This is an optimization exercise on Yosys and OpenROAD, whose aim is small area, a short achievable clock period and few clock cycles, not a production implementation.
In this exercise RTL edits were held to simulation tests only and were not proved equivalent to the original.

==> 09-20: inputs <==
// MyDesign
module MyDesign (
  input   wire dut_run,
  output  reg  dut_busy,
  input   wire reset_b,
  input   wire clk,
  output wire        input_sram_write_enable,
  output wire [11:0] input_sram_write_addresss,
  output wire [15:0] input_sram_write_data,
  output reg  [11:0] input_sram_read_address,
  input  wire [15:0] input_sram_read_data,
  output reg         output_sram_write_enable,
  output reg  [11:0] output_sram_write_addresss,
  output reg  [15:0] output_sram_write_data,
  output wire [11:0] output_sram_read_address,
  input  wire [15:0] output_sram_read_data,
  output reg         scratchpad_sram_write_enable,
  output wire [11:0] scratchpad_sram_write_addresss,
  output wire [15:0] scratchpad_sram_write_data,
  output wire [11:0] scratchpad_sram_read_address,
  input  wire [15:0] scratchpad_sram_read_data,
  output wire        weights_sram_write_enable,
  output wire [11:0] weights_sram_write_addresss,
  output wire [15:0] weights_sram_write_data,
  output wire [11:0] weights_sram_read_address,
  input  wire [15:0] weights_sram_read_data
);
Settings: LEC_CHECK=0, ABC_AREA=1, CAP_MARGIN=50, CORE_MARGIN=2, CORE_UTILIZATION=60, CTS_BUF_LIST=sky130_fd_sc_hd__clkbuf_16, CTS_CLUSTER_DIAMETER=80, CTS_CLUSTER_SIZE=16, SLEW_MARGIN=70; clock period 10.0 ns.
standard.sh (not shown) runs the stock make flow with config.mk's settings and CLKGATE_MAP_FILE= SYNTH_SCRIPT=/design/flow/synth_recipe.tcl, a recipe that flattens the netlist after the stock synthesis.
==> flow/flow/run.sh <==
#!/bin/bash
# Standard layout, with one netlist pass between synthesis and floorplan:
# flow/polarity.py removes inverters between full adders (a full adder is
# self-dual, so it can take its inputs in the other polarity). Registers and
# all other logic stay as the standard synthesis made them. Every port still
# gets a buffer, of a faster cell (buf_2) than the one buffer_ports picks.
set -uo pipefail
W=$PWD
R=$W/orfs/results/$FLOW_PLATFORM/MyDesign/base
LIB=$FLOW_HOME/platforms/$FLOW_PLATFORM/lib/sky130_fd_sc_hd__tt_025C_1v80.lib

bash standard.sh synth > $W/synth.log 2>&1 || { echo "synthesis failed"; exit 1; }

cp $R/1_2_yosys.v $W/1_2_yosys.standard.v
if python3 flow/polarity.py $W/1_2_yosys.standard.v $W/1_2_yosys.polarity.v "$LIB" > $W/polarity.log 2>&1; then
  # the synthesis netlist is now newer than 1_synth.odb: make rebuilds it
  cp $W/1_2_yosys.polarity.v $R/1_2_yosys.v
  echo "polarity pass applied"
else
  echo "polarity pass failed, keeping the standard netlist"
fi

bash standard.sh "BUFFER_PORTS_ARGS=-buffer_cell sky130_fd_sc_hd__buf_2" finish > $W/finish.log 2>&1 || { echo "layout failed"; exit 1; }
Other scripts of this flow, unchanged in this note and not shown: flow/flow/polarity.py
==> 10-17 (differences from 09-20) <==
--- a/flow/design.v
+++ b/flow/design.v
@@ -191,41 +191,41 @@
     if (|kacc[4:1])
       cacc <= cacc + gneg(kw[15:8]) + gneg(kw[7:0]);
     else if (kacc[5])
       cacc <= cacc + gneg(kw[15:8]);
   end
-  reg dv1, phi1, ph2;
+  reg dv1, phi1, ph2n;
   reg [3:0] w1;
-  reg [5:0] pvd, lstd;
-  reg [3:0] ed;
+  reg [4:0] pvd, lstd;
+  reg [2:0] ed;
   reg [4:0] wa2;
   always @(posedge clk) begin
     if (~reset_b) begin
-      dv1 <= 1'b0; pvd <= 6'd0; lstd <= 6'd0; ed <= 4'd0;
+      dv1 <= 1'b0; pvd <= 5'd0; lstd <= 5'd0; ed <= 3'd0;
       scratchpad_sram_write_enable <= 1'b0;
     end else begin
       dv1 <= dv0;
-      pvd <= {pvd[4:0], cv0};
-      lstd <= {lstd[4:0], lst0};
-      ed <= {ed[2:0], stop};
+      pvd <= {pvd[3:0], cv0};
+      lstd <= {lstd[3:0], lst0};
+      ed <= {ed[1:0], stop};
       scratchpad_sram_write_enable <= dv1;
     end
     phi1 <= phi; w1 <= w;
-    ph2 <= phi1;              
+    ph2n <= ~phi1;            
     wa2 <= ~{phi1, w1};
   end
   assign scratchpad_sram_write_addresss = {7'd0, wa2};
   reg [15:0] ri1, ri2, rs1, rs2;
   always @(posedge clk) begin
     ri1 <= input_sram_read_data; ri2 <= ri1;
     rs1 <= scratchpad_sram_read_data; rs2 <= rs1;
   end
   assign scratchpad_sram_write_data = ri1;
-  wire [7:0] in0 = ph2 ? rs2[7:0] : rs1[15:8];
-  wire [7:0] in1 = ph2 ? rs1[7:0] : scratchpad_sram_read_data[15:8];
-  wire [7:0] in2 = ph2 ? ri2[7:0] : ri1[15:8];
-  wire [7:0] in3 = ph2 ? ri1[7:0] : input_sram_read_data[15:8];
+  wire [7:0] in0 = ~ph2n ? rs2[7:0] : rs1[15:8];
+  wire [7:0] in1 = ~ph2n ? rs1[7:0] : scratchpad_sram_read_data[15:8];
+  wire [7:0] in2 = ~ph2n ? ri2[7:0] : ri1[15:8];
+  wire [7:0] in3 = ~ph2n ? ri1[7:0] : input_sram_read_data[15:8];
   reg [7:0] w0_0, w0_1, w0_2, w1_0, w1_1, w1_2, w2_0, w2_1, w2_2, w3_0, w3_1, w3_2;
   always @(posedge clk) begin
     w0_0 <= w0_1; w0_1 <= w0_2; w0_2 <= ~in0;
     w1_0 <= w1_1; w1_1 <= w1_2; w1_2 <= ~in1;
     w2_0 <= w2_1; w2_1 <= w2_2; w2_2 <= ~in2;
@@ -616,13 +616,11 @@
   wire uef_92, uef_93; assign {uef_93, uef_92} = {1'b0, uef_65} + {1'b0, uef_66} + {1'b0, uef_44};
   wire uef_94, uef_95; assign {uef_95, uef_94} = {1'b0, uef_67} + {1'b0, uef_68} + {1'b0, ue_r13_3};
   wire uef_96, uef_97; assign {uef_97, uef_96} = {1'b0, uef_69} + {1'b0, uef_70} + {1'b0, ue_r14_4};
   wire uef_98, uef_99; assign {uef_99, uef_98} = {1'b0, uef_71} + {1'b0, uef_72} + {1'b0, ue_r15_2};
   wire uef_100, uef_101; assign {uef_101, uef_100} = {1'b0, uef_73} + {1'b0, ue_r16_0};
-  reg [18:0] ue_c0, ue_c1;
-  always @(posedge clk) begin ue_c0 <= {1'b1, uef_101, uef_99, uef_97, uef_95, uef_93, uef_91, uef_89, uef_87, uef_85, uef_83, uef_81, uef_79, uef_77, uef_75, uef_74, ue_r2_0, ue_r1_0, ue_r0_0}; ue_c1 <= {1'b0, ue_r17_0, uef_100, uef_98, uef_96, uef_94, uef_92, uef_90, uef_88, uef_86, uef_84, uef_82, uef_80, uef_78, uef_76, ue_r3_2, 1'b0, ue_r1_1, ue_r0_1}; end
-  wire [18:0] ue_s = ue_c0 + ue_c1;
+  wire [18:0] ue_s = {1'b1, uef_101, uef_99, uef_97, uef_95, uef_93, uef_91, uef_89, uef_87, uef_85, uef_83, uef_81, uef_79, uef_77, uef_75, uef_74, ue_r2_0, ue_r1_0, ue_r0_0} + {1'b0, ue_r17_0, uef_100, uef_98, uef_96, uef_94, uef_92, uef_90, uef_88, uef_86, uef_84, uef_82, uef_80, uef_78, uef_76, ue_r3_2, 1'b0, ue_r1_1, ue_r0_1};
   wire uo_0, uo_1; assign {uo_1, uo_0} = {1'b0, (~ngn0[0] ^ (~onn0[0] & ~w1_0[0]))} + {1'b0, (~ngn1[0] ^ (~onn1[0] & ~w1_1[0]))} + {1'b0, (~ngn2[0] ^ (~onn2[0] & ~w1_2[0]))};
   wire uo_2, uo_3; assign {uo_3, uo_2} = {1'b0, (~ngn3[0] ^ (~onn3[0] & ~w2_0[0]))} + {1'b0, (~ngn4[0] ^ (~onn4[0] & ~w2_1[0]))} + {1'b0, (~ngn5[0] ^ (~onn5[0] & ~w2_2[0]))};
   wire uo_4, uo_5; assign {uo_5, uo_4} = {1'b0, (~ngn6[0] ^ (~onn6[0] & ~w3_0[0]))} + {1'b0, (~ngn7[0] ^ (~onn7[0] & ~w3_1[0]))} + {1'b0, (~ngn8[0] ^ (~onn8[0] & ~w3_2[0]))};
   wire uo_6, uo_7; assign {uo_7, uo_6} = {1'b0, (~ngn0[0] ^ ((~onn0[0] & ~w1_0[1]) | (~twn0[0] & ~w1_0[0])))} + {1'b0, (~ngn1[0] ^ ((~onn1[0] & ~w1_1[1]) | (~twn1[0] & ~w1_1[0])))} + {1'b0, (~ngn2[0] ^ ((~onn2[0] & ~w1_2[1]) | (~twn2[0] & ~w1_2[0])))};
   wire uo_8, uo_9; assign {uo_9, uo_8} = {1'b0, (~ngn3[0] ^ ((~onn3[0] & ~w2_0[1]) | (~twn3[0] & ~w2_0[0])))} + {1'b0, (~ngn4[0] ^ ((~onn4[0] & ~w2_1[1]) | (~twn4[0] & ~w2_1[0])))} + {1'b0, (~ngn5[0] ^ ((~onn5[0] & ~w2_2[1]) | (~twn5[0] & ~w2_2[0])))};
@@ -1006,18 +1004,15 @@
   wire uof_92, uof_93; assign {uof_93, uof_92} = {1'b0, uof_65} + {1'b0, uof_66} + {1'b0, uof_44};
   wire uof_94, uof_95; assign {uof_95, uof_94} = {1'b0, uof_67} + {1'b0, uof_68} + {1'b0, uo_r13_3};
   wire uof_96, uof_97; assign {uof_97, uof_96} = {1'b0, uof_69} + {1'b0, uof_70} + {1'b0, uo_r14_4};
   wire uof_98, uof_99; assign {uof_99, uof_98} = {1'b0, uof_71} + {1'b0, uof_72} + {1'b0, uo_r15_2};
   wire uof_100, uof_101; assign {uof_101, uof_100} = {1'b0, uof_73} + {1'b0, uo_r16_0};
-  reg [18:0] uo_c0, uo_c1;
-  always @(posedge clk) begin uo_c0 <= {1'b1, uof_101, uof_99, uof_97, uof_95, uof_93, uof_91, uof_89, uof_87, uof_85, uof_83, uof_81, uof_79, uof_77, uof_75, uof_74, uo_r2_0, uo_r1_0, uo_r0_0}; uo_c1 <= {1'b0, uo_r17_0, uof_100, uof_98, uof_96, uof_94, uof_92, uof_90, uof_88, uof_86, uof_84, uof_82, uof_80, uof_78, uof_76, uo_r3_2, 1'b0, uo_r1_1, uo_r0_1}; end
-  wire [18:0] uo_s = uo_c0 + uo_c1;
-  reg  [6:0] qe_r, qo_r;
-  always @(posedge clk) begin
-    qe_r <= ue_s[18] ? 7'd0 : (|ue_s[17:7]) ? 7'd127 : ue_s[6:0];
-    qo_r <= uo_s[18] ? 7'd0 : (|uo_s[17:7]) ? 7'd127 : uo_s[6:0];
-  end
+  wire [18:0] uo_s = {1'b1, uof_101, uof_99, uof_97, uof_95, uof_93, uof_91, uof_89, uof_87, uof_85, uof_83, uof_81, uof_79, uof_77, uof_75, uof_74, uo_r2_0, uo_r1_0, uo_r0_0} + {1'b0, uo_r17_0, uof_100, uof_98, uof_96, uof_94, uof_92, uof_90, uof_88, uof_86, uof_84, uof_82, uof_80, uof_78, uof_76, uo_r3_2, 1'b0, uo_r1_1, uo_r0_1};
+  reg  [18:0] se_r, so_r;
+  always @(posedge clk) begin se_r <= ue_s; so_r <= uo_s; end
+  wire [6:0] qe_r = se_r[18] ? 7'd0 : (|se_r[17:7]) ? 7'd127 : se_r[6:0];
+  wire [6:0] qo_r = so_r[18] ? 7'd0 : (|so_r[17:7]) ? 7'd127 : so_r[6:0];
   reg  [6:0] mo;
   always @(posedge clk) mo <= (qe_r > qo_r) ? qe_r : qo_r;
   wire ab = qe_r > qo_r, am = qe_r > mo, bm = qo_r > mo;
   wire [6:0] pooled = (ab & am) ? qe_r : (~ab & bm) ? qo_r : mo;
   reg have;
@@ -1039,26 +1034,26 @@
       output_sram_write_enable <= 1'b0;
       if (idle) begin
         output_sram_write_addresss <= 12'hfff;
         oan <= 12'h000;
       end
-      if (pvd[5]) begin
+      if (pvd[4]) begin
         if (have) begin
           output_sram_write_enable <= 1'b1;
           output_sram_write_addresss <= oa_inc;
           oan <= ~oa_inc;
           have <= 1'b0;
-        end else if (lstd[5]) begin
+        end else if (lstd[4]) begin
           output_sram_write_enable <= 1'b1;
           output_sram_write_addresss <= oa_inc;
           oan <= ~oa_inc;
         end else begin
           held <= pooled;
           have <= 1'b1;
         end
       end
       if (idle) have <= 1'b0;
       if (start) begin dut_busy <= 1'b1; idle <= 1'b0; end
-      if (ed[3]) begin dut_busy <= 1'b0; idle <= 1'b1; end
+      if (ed[2]) begin dut_busy <= 1'b0; idle <= 1'b1; end
     end
   end
 endmodule
==> flow/flow/run.sh (replaced) <==
#!/bin/bash
# Standard layout, with one netlist pass between synthesis and floorplan:
# flow/polarity.py removes inverters between full adders (a full adder is
# self-dual, so it can take its inputs in the other polarity). Registers and
# all other logic stay as the standard synthesis made them.
set -uo pipefail
W=$PWD
R=$W/orfs/results/$FLOW_PLATFORM/MyDesign/base
LIB=$FLOW_HOME/platforms/$FLOW_PLATFORM/lib/sky130_fd_sc_hd__tt_025C_1v80.lib

bash standard.sh synth > $W/synth.log 2>&1 || { echo "synthesis failed"; exit 1; }

cp $R/1_2_yosys.v $W/1_2_yosys.standard.v
if python3 flow/polarity.py $W/1_2_yosys.standard.v $W/1_2_yosys.polarity.v "$LIB" > $W/polarity.log 2>&1; then
  # the synthesis netlist is now newer than 1_synth.odb: make rebuilds it
  cp $W/1_2_yosys.polarity.v $R/1_2_yosys.v
  echo "polarity pass applied"
else
  echo "polarity pass failed, keeping the standard netlist"
fi

bash standard.sh finish > $W/finish.log 2>&1 || { echo "layout failed"; exit 1; }
CTS_BUF_LIST = sky130_fd_sc_hd__clkbuf_8   (was sky130_fd_sc_hd__clkbuf_16)
CTS_CLUSTER_DIAMETER = not set   (was 80)
CTS_CLUSTER_SIZE = not set   (was 16)
==> qor summary <==
| item | 10-17 | 09-20 |
|---|---|---|
| H-tree levels | 3 | 2 |
| Inverter count of the layout excluding clock inverters | 432 | 468 |
| Antenna violations before repair | 3 | 4 |
| Status | timing/DRC/antenna clean | timing/DRC/antenna clean |
| FF/Latch Area | 13,540 sq um | 14,500 sq um |
| Data arrival time at the worst-slack endpoint | 4.61 ns | 4.09 ns |
| Via Count | 35,008 | 34,373 |
| Met1 routing resource usage after global routing | 54.13% | 52.26% |
| Die Footprint | 78,100 sq um | 79,680 sq um |
| Number of antenna cells inserted | 2 | 0 |
| Post-Layout Cell Count | 5,737 | 5,762 |
| Final GP Congestion | 1.005 | 0.9745 |
| GR Util met3 | 17.01% | 13.77% |
| Total instance count after detailed placement | 5,547 | 5,672 |
| Final sequential cell count | 603 | 651 |
| Summed area of non-filler cells in the final layout | 50,170 sq um | 49,930 sq um |
Testbench counts of 09-20, summed over its fixed seeds: cycles 34,066.
Testbench counts of 10-17, summed over its fixed seeds: cycles 34,034.


==> branch maple: inputs <==
MyDesign, a different RTL version from the one above (not shown whole).
clock: 10.0 ns
lec_check: 0
abc_area: 1
cap_margin: 50
core_margin: 2
core_utilization: 60
cts_buf_list: sky130_fd_sc_hd__clkbuf_16
cts_cluster_diameter: 80
cts_cluster_size: 16
slew_margin: 70
==> flow/flow/run.sh <==
#!/bin/bash
# Standard layout, with one netlist pass between synthesis and floorplan:
# flow/polarity.py removes inverters between full adders (a full adder is
# self-dual, so it can take its inputs in the other polarity). Registers and
# all other logic stay as the standard synthesis made them.
set -uo pipefail
W=$PWD
R=$W/orfs/results/$FLOW_PLATFORM/MyDesign/base
LIB=$FLOW_HOME/platforms/$FLOW_PLATFORM/lib/sky130_fd_sc_hd__tt_025C_1v80.lib

bash standard.sh synth > $W/synth.log 2>&1 || { echo "synthesis failed"; exit 1; }

cp $R/1_2_yosys.v $W/1_2_yosys.standard.v
if python3 flow/polarity.py $W/1_2_yosys.standard.v $W/1_2_yosys.polarity.v "$LIB" > $W/polarity.log 2>&1; then
  # the synthesis netlist is now newer than 1_synth.odb: make rebuilds it
  cp $W/1_2_yosys.polarity.v $R/1_2_yosys.v
  echo "polarity pass applied"
else
  echo "polarity pass failed, keeping the standard netlist"
fi

bash standard.sh finish > $W/finish.log 2>&1 || { echo "layout failed"; exit 1; }
Other scripts of this flow, unchanged in this note and not shown: flow/flow/polarity.py
==> branch violet (differences from branch maple) <==
--- a/flow/design.v
+++ b/flow/design.v
@@ -192,24 +192,24 @@
       cacc <= cacc + gneg(kw[15:8]) + gneg(kw[7:0]);
     else if (kacc[5])
       cacc <= cacc + gneg(kw[15:8]);
   end
   reg dv1, phi1, ph2;
   reg [3:0] w1;
-  reg [4:0] pvd, lstd;
-  reg [2:0] ed;
+  reg [5:0] pvd, lstd;
+  reg [3:0] ed;
   reg [4:0] wa2;
   always @(posedge clk) begin
     if (~reset_b) begin
-      dv1 <= 1'b0; pvd <= 5'd0; lstd <= 5'd0; ed <= 3'd0;
+      dv1 <= 1'b0; pvd <= 6'd0; lstd <= 6'd0; ed <= 4'd0;
       scratchpad_sram_write_enable <= 1'b0;
     end else begin
       dv1 <= dv0;
-      pvd <= {pvd[3:0], cv0};
-      lstd <= {lstd[3:0], lst0};
-      ed <= {ed[1:0], stop};
+      pvd <= {pvd[4:0], cv0};
+      lstd <= {lstd[4:0], lst0};
+      ed <= {ed[2:0], stop};
       scratchpad_sram_write_enable <= dv1;
     end
     phi1 <= phi; w1 <= w;
     ph2 <= phi1;              
     wa2 <= ~{phi1, w1};
   end
@@ -615,13 +615,15 @@
   wire uef_90, uef_91; assign {uef_91, uef_90} = {1'b0, uef_63} + {1'b0, uef_64} + {1'b0, uef_40};
   wire uef_92, uef_93; assign {uef_93, uef_92} = {1'b0, uef_65} + {1'b0, uef_66} + {1'b0, uef_44};
   wire uef_94, uef_95; assign {uef_95, uef_94} = {1'b0, uef_67} + {1'b0, uef_68} + {1'b0, ue_r13_3};
   wire uef_96, uef_97; assign {uef_97, uef_96} = {1'b0, uef_69} + {1'b0, uef_70} + {1'b0, ue_r14_4};
   wire uef_98, uef_99; assign {uef_99, uef_98} = {1'b0, uef_71} + {1'b0, uef_72} + {1'b0, ue_r15_2};
   wire uef_100, uef_101; assign {uef_101, uef_100} = {1'b0, uef_73} + {1'b0, ue_r16_0};
-  wire [18:0] ue_s = {1'b1, uef_101, uef_99, uef_97, uef_95, uef_93, uef_91, uef_89, uef_87, uef_85, uef_83, uef_81, uef_79, uef_77, uef_75, uef_74, ue_r2_0, ue_r1_0, ue_r0_0} + {1'b0, ue_r17_0, uef_100, uef_98, uef_96, uef_94, uef_92, uef_90, uef_88, uef_86, uef_84, uef_82, uef_80, uef_78, uef_76, ue_r3_2, 1'b0, ue_r1_1, ue_r0_1};
+  reg [18:0] ue_c0, ue_c1;
+  always @(posedge clk) begin ue_c0 <= {1'b1, uef_101, uef_99, uef_97, uef_95, uef_93, uef_91, uef_89, uef_87, uef_85, uef_83, uef_81, uef_79, uef_77, uef_75, uef_74, ue_r2_0, ue_r1_0, ue_r0_0}; ue_c1 <= {1'b0, ue_r17_0, uef_100, uef_98, uef_96, uef_94, uef_92, uef_90, uef_88, uef_86, uef_84, uef_82, uef_80, uef_78, uef_76, ue_r3_2, 1'b0, ue_r1_1, ue_r0_1}; end
+  wire [18:0] ue_s = ue_c0 + ue_c1;
   wire uo_0, uo_1; assign {uo_1, uo_0} = {1'b0, (~ngn0[0] ^ (~onn0[0] & ~w1_0[0]))} + {1'b0, (~ngn1[0] ^ (~onn1[0] & ~w1_1[0]))} + {1'b0, (~ngn2[0] ^ (~onn2[0] & ~w1_2[0]))};
   wire uo_2, uo_3; assign {uo_3, uo_2} = {1'b0, (~ngn3[0] ^ (~onn3[0] & ~w2_0[0]))} + {1'b0, (~ngn4[0] ^ (~onn4[0] & ~w2_1[0]))} + {1'b0, (~ngn5[0] ^ (~onn5[0] & ~w2_2[0]))};
   wire uo_4, uo_5; assign {uo_5, uo_4} = {1'b0, (~ngn6[0] ^ (~onn6[0] & ~w3_0[0]))} + {1'b0, (~ngn7[0] ^ (~onn7[0] & ~w3_1[0]))} + {1'b0, (~ngn8[0] ^ (~onn8[0] & ~w3_2[0]))};
   wire uo_6, uo_7; assign {uo_7, uo_6} = {1'b0, (~ngn0[0] ^ ((~onn0[0] & ~w1_0[1]) | (~twn0[0] & ~w1_0[0])))} + {1'b0, (~ngn1[0] ^ ((~onn1[0] & ~w1_1[1]) | (~twn1[0] & ~w1_1[0])))} + {1'b0, (~ngn2[0] ^ ((~onn2[0] & ~w1_2[1]) | (~twn2[0] & ~w1_2[0])))};
   wire uo_8, uo_9; assign {uo_9, uo_8} = {1'b0, (~ngn3[0] ^ ((~onn3[0] & ~w2_0[1]) | (~twn3[0] & ~w2_0[0])))} + {1'b0, (~ngn4[0] ^ ((~onn4[0] & ~w2_1[1]) | (~twn4[0] & ~w2_1[0])))} + {1'b0, (~ngn5[0] ^ ((~onn5[0] & ~w2_2[1]) | (~twn5[0] & ~w2_2[0])))};
   wire uo_10, uo_11; assign {uo_11, uo_10} = {1'b0, (~ngn6[0] ^ ((~onn6[0] & ~w3_0[1]) | (~twn6[0] & ~w3_0[0])))} + {1'b0, (~ngn7[0] ^ ((~onn7[0] & ~w3_1[1]) | (~twn7[0] & ~w3_1[0])))} + {1'b0, (~ngn8[0] ^ ((~onn8[0] & ~w3_2[1]) | (~twn8[0] & ~w3_2[0])))};
@@ -1003,17 +1005,20 @@
   wire uof_90, uof_91; assign {uof_91, uof_90} = {1'b0, uof_63} + {1'b0, uof_64} + {1'b0, uof_40};
   wire uof_92, uof_93; assign {uof_93, uof_92} = {1'b0, uof_65} + {1'b0, uof_66} + {1'b0, uof_44};
   wire uof_94, uof_95; assign {uof_95, uof_94} = {1'b0, uof_67} + {1'b0, uof_68} + {1'b0, uo_r13_3};
   wire uof_96, uof_97; assign {uof_97, uof_96} = {1'b0, uof_69} + {1'b0, uof_70} + {1'b0, uo_r14_4};
   wire uof_98, uof_99; assign {uof_99, uof_98} = {1'b0, uof_71} + {1'b0, uof_72} + {1'b0, uo_r15_2};
   wire uof_100, uof_101; assign {uof_101, uof_100} = {1'b0, uof_73} + {1'b0, uo_r16_0};
-  wire [18:0] uo_s = {1'b1, uof_101, uof_99, uof_97, uof_95, uof_93, uof_91, uof_89, uof_87, uof_85, uof_83, uof_81, uof_79, uof_77, uof_75, uof_74, uo_r2_0, uo_r1_0, uo_r0_0} + {1'b0, uo_r17_0, uof_100, uof_98, uof_96, uof_94, uof_92, uof_90, uof_88, uof_86, uof_84, uof_82, uof_80, uof_78, uof_76, uo_r3_2, 1'b0, uo_r1_1, uo_r0_1};
-  reg  [18:0] se_r, so_r;
-  always @(posedge clk) begin se_r <= ue_s; so_r <= uo_s; end
-  wire [6:0] qe_r = se_r[18] ? 7'd0 : (|se_r[17:7]) ? 7'd127 : se_r[6:0];
-  wire [6:0] qo_r = so_r[18] ? 7'd0 : (|so_r[17:7]) ? 7'd127 : so_r[6:0];
+  reg [18:0] uo_c0, uo_c1;
+  always @(posedge clk) begin uo_c0 <= {1'b1, uof_101, uof_99, uof_97, uof_95, uof_93, uof_91, uof_89, uof_87, uof_85, uof_83, uof_81, uof_79, uof_77, uof_75, uof_74, uo_r2_0, uo_r1_0, uo_r0_0}; uo_c1 <= {1'b0, uo_r17_0, uof_100, uof_98, uof_96, uof_94, uof_92, uof_90, uof_88, uof_86, uof_84, uof_82, uof_80, uof_78, uof_76, uo_r3_2, 1'b0, uo_r1_1, uo_r0_1}; end
+  wire [18:0] uo_s = uo_c0 + uo_c1;
+  reg  [6:0] qe_r, qo_r;
+  always @(posedge clk) begin
+    qe_r <= ue_s[18] ? 7'd0 : (|ue_s[17:7]) ? 7'd127 : ue_s[6:0];
+    qo_r <= uo_s[18] ? 7'd0 : (|uo_s[17:7]) ? 7'd127 : uo_s[6:0];
+  end
   reg  [6:0] mo;
   always @(posedge clk) mo <= (qe_r > qo_r) ? qe_r : qo_r;
   wire ab = qe_r > qo_r, am = qe_r > mo, bm = qo_r > mo;
   wire [6:0] pooled = (ab & am) ? qe_r : (~ab & bm) ? qo_r : mo;
   reg have;
   reg [6:0] held;
@@ -1033,27 +1038,27 @@
     end else begin
       output_sram_write_enable <= 1'b0;
       if (idle) begin
         output_sram_write_addresss <= 12'hfff;
         oan <= 12'h000;
       end
-      if (pvd[4]) begin
+      if (pvd[5]) begin
         if (have) begin
           output_sram_write_enable <= 1'b1;
           output_sram_write_addresss <= oa_inc;
           oan <= ~oa_inc;
           have <= 1'b0;
-        end else if (lstd[4]) begin
+        end else if (lstd[5]) begin
           output_sram_write_enable <= 1'b1;
           output_sram_write_addresss <= oa_inc;
           oan <= ~oa_inc;
         end else begin
           held <= pooled;
           have <= 1'b1;
         end
       end
       if (idle) have <= 1'b0;
       if (start) begin dut_busy <= 1'b1; idle <= 1'b0; end
-      if (ed[2]) begin dut_busy <= 1'b0; idle <= 1'b1; end
+      if (ed[3]) begin dut_busy <= 1'b0; idle <= 1'b1; end
     end
   end
 endmodule
- CTS_BUF_LIST: sky130_fd_sc_hd__clkbuf_16 -> sky130_fd_sc_hd__clkbuf_8
- CTS_CLUSTER_DIAMETER: 80 -> not set
- CTS_CLUSTER_SIZE: 16 -> not set
==> reports/metrics.cfg <==
[outcome]
outcome = complete, no violations

[floorplan]
die_area_um2 = 78220

[cells_and_area]
syn2layout_area_growth_pct = 8.641

[hold_path]
hold_path_end = rs2[1]

[cts]
numClockSinks = 604

the above is filed under branch maple

==> reports/metrics.cfg <==
[floorplan]
die_area_um2 = 79680

[cts]
numClockSinks = 651

[grt]
grt_pass1_vias = 34640

[cells_and_area]
syn2layout_area_growth_pct = 10.49

[outcome]
outcome = complete, no violations

[hold_path]
hold_path_end = uo_c0[1]

the above is filed under branch violet

Testbench counts of branch maple, summed over its fixed seeds: cycles 34,034.
Testbench counts of branch violet, summed over its fixed seeds: cycles 34,066.

-- port drivers added, routing unchanged --
The results above use ideal ports. As a check the final layouts listed here were re-extracted and re-timed, cells and wires unchanged. Step 1 (the two cells are an assumption about what drives the block):
set clk [get_ports {clk}]
set_driving_cell -lib_cell sky130_fd_sc_hd__clkbuf_16 $clk
set_driving_cell -lib_cell sky130_fd_sc_hd__buf_2 [delete_from_list [all_inputs] $clk]
Step 2 adds t to the input delays and takes it off the output delays; t is the mean of the earliest and latest rising clock arrival at the registers after step 1. Input paths then give back, and output paths get back, about the clock's delay inside the block. Three values: ideal ports, drivers, drivers and shift; two values: the first two.
run	t (ns)	setup WS [ns]	worst setup path after step 2	worst slew at a driven data input, ns	pins driven straight from the clock port
09-20	0.702	6.418 / 6.418 / 6.400	input to register	0.05	1
10-17	0.805	5.986 / 5.972 / 5.986	register to register	0.05	1
branch maple	0.679	6.189 / 6.189 / 6.189	register to register	0.05	1
branch violet	0.801	6.320 / 6.259 / 6.294	input to register	0.06	1
After both steps setup and hold are still met in every run listed. For branch violet, which loses most, drivers alone change the setup slack by -0.061 ns; drivers and shift together by -0.026 ns.
